Source: an optimization exercise on an open RTL-to-GDS flow (aim: small area, a short achievable clock period and few clock cycles per item). Production flows keep margins and buffers that such runs may drop. RTL that was checked went through simulation tests only; none was proved equivalent to the original. Power and IR drop assume default switching activity.

== P ==
// FP16_MAC_pipeline
module FP16_MAC_pipeline(
    input [15:0]data_k,
    input [15:0]data_x,
    input [15:0]data_b,
    input rst,
    input input_valid,
    input clk,
    input [1:0]opcode,
    output reg [15:0]data_o,
    output reg output_up,
    output reg [1:0]opcode_o
    );
    wire [15:0] k_0;
    wire [15:0] x_0;
    wire [15:0] b_0;
    wire [1:0] op_0;
    wire v_0;
    assign k_0 = data_k;
    assign x_0 = data_x;
    assign b_0 = data_b;
    assign op_0 = opcode;
    assign v_0 = input_valid;
    wire [10:0] mk_0;
    wire [10:0] mx_0;
    wire [10:0] mb_0;
    wire [4:0] ek_0;
    wire [4:0] ex_0;
    wire [4:0] eb_0;
    wire sp_0;
    wire sb_0;
    wire nzk_dec0 = |k_0[14:10];
    wire nzx_dec0 = |x_0[14:10];
    wire nzb_dec0 = |b_0[14:10];
    assign mk_0 = {nzk_dec0, k_0[9:0]};
    assign mx_0 = {nzx_dec0, x_0[9:0]};
    assign mb_0 = {nzb_dec0, b_0[9:0]};
    assign ek_0 = nzk_dec0 ? k_0[14:10] : {4'd0, |k_0[9:0]};
    assign ex_0 = nzx_dec0 ? x_0[14:10] : {4'd0, |x_0[9:0]};
    assign eb_0 = nzb_dec0 ? b_0[14:10] : {4'd0, |b_0[9:0]};
    assign sp_0 = k_0[15] ^ x_0[15];
    assign sb_0 = b_0[15];
    wire bo0_0;
    wire bt0_0;
    wire bn0_0;
    wire bo1_0;
    wire bt1_0;
    wire bn1_0;
    wire bo2_0;
    wire bt2_0;
    wire bn2_0;
    wire bo3_0;
    wire bt3_0;
    wire bn3_0;
    wire bo4_0;
    wire bt4_0;
    wire bn4_0;
    wire bo5_0;
    wire bt5_0;
    wire bn5_0;
    assign bo0_0 = mx_0[0] ^ 1'b0;
    assign bt0_0 = (mx_0[1] & ~mx_0[0] & ~1'b0) | (~mx_0[1] & mx_0[0] & 1'b0);
    assign bn0_0 = mx_0[1];
    assign bo1_0 = mx_0[2] ^ mx_0[1];
    assign bt1_0 = (mx_0[3] & ~mx_0[2] & ~mx_0[1]) | (~mx_0[3] & mx_0[2] & mx_0[1]);
    assign bn1_0 = mx_0[3];
    assign bo2_0 = mx_0[4] ^ mx_0[3];
    assign bt2_0 = (mx_0[5] & ~mx_0[4] & ~mx_0[3]) | (~mx_0[5] & mx_0[4] & mx_0[3]);
    assign bn2_0 = mx_0[5];
    assign bo3_0 = mx_0[6] ^ mx_0[5];
    assign bt3_0 = (mx_0[7] & ~mx_0[6] & ~mx_0[5]) | (~mx_0[7] & mx_0[6] & mx_0[5]);
    assign bn3_0 = mx_0[7];
    assign bo4_0 = mx_0[8] ^ mx_0[7];
    assign bt4_0 = (mx_0[9] & ~mx_0[8] & ~mx_0[7]) | (~mx_0[9] & mx_0[8] & mx_0[7]);
  ...
make LEC_CHECK=0 CAP_MARGIN=20 CORE_MARGIN=2 CORE_UTILIZATION=60 CTS_CLUSTER_DIAMETER=80 CTS_CLUSTER_SIZE=30 GPL_ROUTABILITY_DRIVEN=0 PLACE_DENSITY=0.75 SETUP_SLACK_MARGIN=3.3 SLEW_MARGIN=20 finish   # period 6.0 ns
run.sh (not shown) runs the stock make flow with config.mk's settings and CLKGATE_MAP_FILE= SYNTH_SCRIPT=/design/flow/synth_recipe.tcl, a recipe that flattens the netlist after the stock synthesis.
[inputs] Q vs P
--- a/flow/design.v
+++ b/flow/design.v
@@ -502,110 +502,102 @@
     assign fs101_1 = hc36_1 ^ fs65_1 ^ fc64_1;
     assign fc102_1 = (hc36_1 & fs65_1) | (hc36_1 & fc64_1) | (fs65_1 & fc64_1);
     assign fs103_1 = fc38_1 ^ fs67_1 ^ fc66_1;
     assign fc104_1 = (fc38_1 & fs67_1) | (fc38_1 & fc66_1) | (fs67_1 & fc66_1);
     assign fs105_1 = hc40_1 ^ fs69_1 ^ fc68_1;
     assign fc106_1 = (hc40_1 & fs69_1) | (hc40_1 & fc68_1) | (fs69_1 & fc68_1);
     assign fs107_1 = 1'b1 ^ hs71_1 ^ fc70_1;
     assign fc108_1 = (1'b1 & hs71_1) | (1'b1 & fc70_1) | (hs71_1 & fc70_1);
     assign fs109_1 = ps4_1 ^ pp5_10_1 ^ hc72_1;
     assign fc110_1 = (ps4_1 & pp5_10_1) | (ps4_1 & hc72_1) | (pp5_10_1 & hc72_1);
     assign hs111_1 = pp5_11_1 ^ 1'b1;
     assign hc112_1 = pp5_11_1 & 1'b1;
-    wire [6:0] plo_1;
-    assign plo_1 = {fs79_1, fs77_1, hs75_1, bn1_r1, pp0_1_1, pp0_0_1} + {fc78_1, hc76_1, hc74_1, hs73_1, 1'b0, bn0_r1};
+    wire [8:0] plo_1;
+    assign plo_1 = {fs83_1, fs81_1, fs79_1, fs77_1, hs75_1, bn1_r1, pp0_1_1, pp0_0_1} + {fc82_1, fc80_1, fc78_1, hc76_1, hc74_1, hs73_1, 1'b0, bn0_r1};
     reg [6:0] e0_r2;
     reg [4:0] eb_r2;
     reg fc100_r2;
     reg fc102_r2;
     reg fc104_r2;
     reg fc106_r2;
     reg fc108_r2;
     reg fc110_r2;
-    reg fc80_r2;
-    reg fc82_r2;
     reg fc84_r2;
     reg fc86_r2;
     reg fc88_r2;
     reg fc90_r2;
     reg fc92_r2;
     reg fc94_r2;
     reg fc96_r2;
     reg fc98_r2;
     reg fs101_r2;
     reg fs103_r2;
     reg fs105_r2;
     reg fs107_r2;
     reg fs109_r2;
-    reg fs81_r2;
-    reg fs83_r2;
     reg fs85_r2;
     reg fs87_r2;
     reg fs89_r2;
     reg fs91_r2;
     reg fs93_r2;
     reg fs95_r2;
     reg fs97_r2;
     reg fs99_r2;
     reg hs111_r2;
     reg [10:0] mb_r2;
     reg [1:0] op_r2;
-    reg [6:0] plo_r2;
+    reg [8:0] plo_r2;
     reg sb_r2;
     reg sp_r2;
     reg v_r2;
     always @(posedge clk) begin
         e0_r2 <= e0_1;
         eb_r2 <= eb_r1;
         fc100_r2 <= fc100_1;
         fc102_r2 <= fc102_1;
         fc104_r2 <= fc104_1;
         fc106_r2 <= fc106_1;
         fc108_r2 <= fc108_1;
         fc110_r2 <= fc110_1;
-        fc80_r2 <= fc80_1;
-        fc82_r2 <= fc82_1;
         fc84_r2 <= fc84_1;
         fc86_r2 <= fc86_1;
         fc88_r2 <= fc88_1;
         fc90_r2 <= fc90_1;
         fc92_r2 <= fc92_1;
         fc94_r2 <= fc94_1;
         fc96_r2 <= fc96_1;
         fc98_r2 <= fc98_1;
         fs101_r2 <= fs101_1;
         fs103_r2 <= fs103_1;
         fs105_r2 <= fs105_1;
         fs107_r2 <= fs107_1;
         fs109_r2 <= fs109_1;
-        fs81_r2 <= fs81_1;
-        fs83_r2 <= fs83_1;
         fs85_r2 <= fs85_1;
         fs87_r2 <= fs87_1;
         fs89_r2 <= fs89_1;
         fs91_r2 <= fs91_1;
         fs93_r2 <= fs93_1;
         fs95_r2 <= fs95_1;
         fs97_r2 <= fs97_1;
         fs99_r2 <= fs99_1;
         hs111_r2 <= hs111_1;
         mb_r2 <= mb_r1;
         op_r2 <= op_r1;
         plo_r2 <= plo_1;
         sb_r2 <= sb_r1;
         sp_r2 <= sp_r1;
         v_r2 <= v_r1 & ~rst;
     end
     wire [21:0] p_2;
-    assign p_2 = {{hs111_r2, fs109_r2, fs107_r2, fs105_r2, fs103_r2, fs101_r2, fs99_r2, fs97_r2, fs95_r2, fs93_r2, fs91_r2, fs89_r2, fs87_r2, fs85_r2, fs83_r2, fs81_r2} + {fc110_r2, fc108_r2, fc106_r2, fc104_r2, fc102_r2, fc100_r2, fc98_r2, fc96_r2, fc94_r2, fc92_r2, fc90_r2, fc88_r2, fc86_r2, fc84_r2, fc82_r2, fc80_r2} + plo_r2[6], plo_r2[5:0]};
+    assign p_2 = {{hs111_r2, fs109_r2, fs107_r2, fs105_r2, fs103_r2, fs101_r2, fs99_r2, fs97_r2, fs95_r2, fs93_r2, fs91_r2, fs89_r2, fs87_r2, fs85_r2} + {fc110_r2, fc108_r2, fc106_r2, fc104_r2, fc102_r2, fc100_r2, fc98_r2, fc96_r2, fc94_r2, fc92_r2, fc90_r2, fc88_r2, fc86_r2, fc84_r2} + plo_r2[8], plo_r2[7:0]};
     wire [4:0] ad_2;
     wire ph_2;
     wire bX_2;
     wire eX_2;
     wire [5:0] eh_2;
     wire signed [6:0] dd_ctl2 = e0_r2 - {2'b00, eb_r2};
     wire [6:0] nd_ctl2 = -dd_ctl2;
     assign ph_2 = ~dd_ctl2[6];
     assign ad_2 = dd_ctl2[6] ? nd_ctl2[4:0] : dd_ctl2[4:0];
     assign bX_2 = (dd_ctl2 >= 7'sd22) | (dd_ctl2 <= -7'sd23);
     assign eX_2 = (dd_ctl2 == 7'sd21) | (dd_ctl2 == -7'sd22);
     assign eh_2 = ph_2 ? e0_r2[5:0] : {1'b0, eb_r2};
==> comparison <==
Final area went up slightly going from P to Q.
Any difference in share of the cycle needed by the critical path after routing between Q and P is small enough to ignore.
Re net total in the final layout: Q is 9 down on P.
Logic depth of the worst setup path including buffers was lower in the run labelled P.
Side by side, met1 layer usage reported by global route turned out lower in Q than in P.
Area growth from synthesis to layout: P and Q compared, higher one is Q
The overall die area reported for Q is smaller than that of P by about 0.46%.
Q vs. P: sequential cell count went down by 0.52%.
Power came out lower on Q than on P.
Looking at count of buffering cells on the critical path with inverters included across P and Q, the one that comes out lower is P.
Testbench counts of Q, summed over its fixed seeds: cycles 2,112, items 2,048.
The RTL of P was laid out without a check of its function.

afterwards: timing with drivers on the ports:
In the flow no input, the clock included, has a driving cell. The finished layouts below were timed again as built, in two steps. Step 1: set_driving_cell puts a clkbuf_16 on clk and a buf_2 on each other input, an assumption about the parent block. Step 2, shift: input delay + t, output delay - t, t = (earliest + latest rising clock arrival at the registers) / 2. This alone moves slack from input paths to output paths. a / b / c = no drivers / after step 1 / after step 2; a / b = the first two.
run | t (ns) | setup slack, ns | worst slew at a driven data input, ns
P | 0.573 | 3.355 / 3.355 / 3.000 | 0.04
Q | 0.558 | 3.357 / 3.357 / 3.115 | 0.04
After both steps every run listed still meets setup and hold. For P, which loses most, drivers alone change the setup slack by 0.000 ns; drivers and shift together by -0.355 ns.
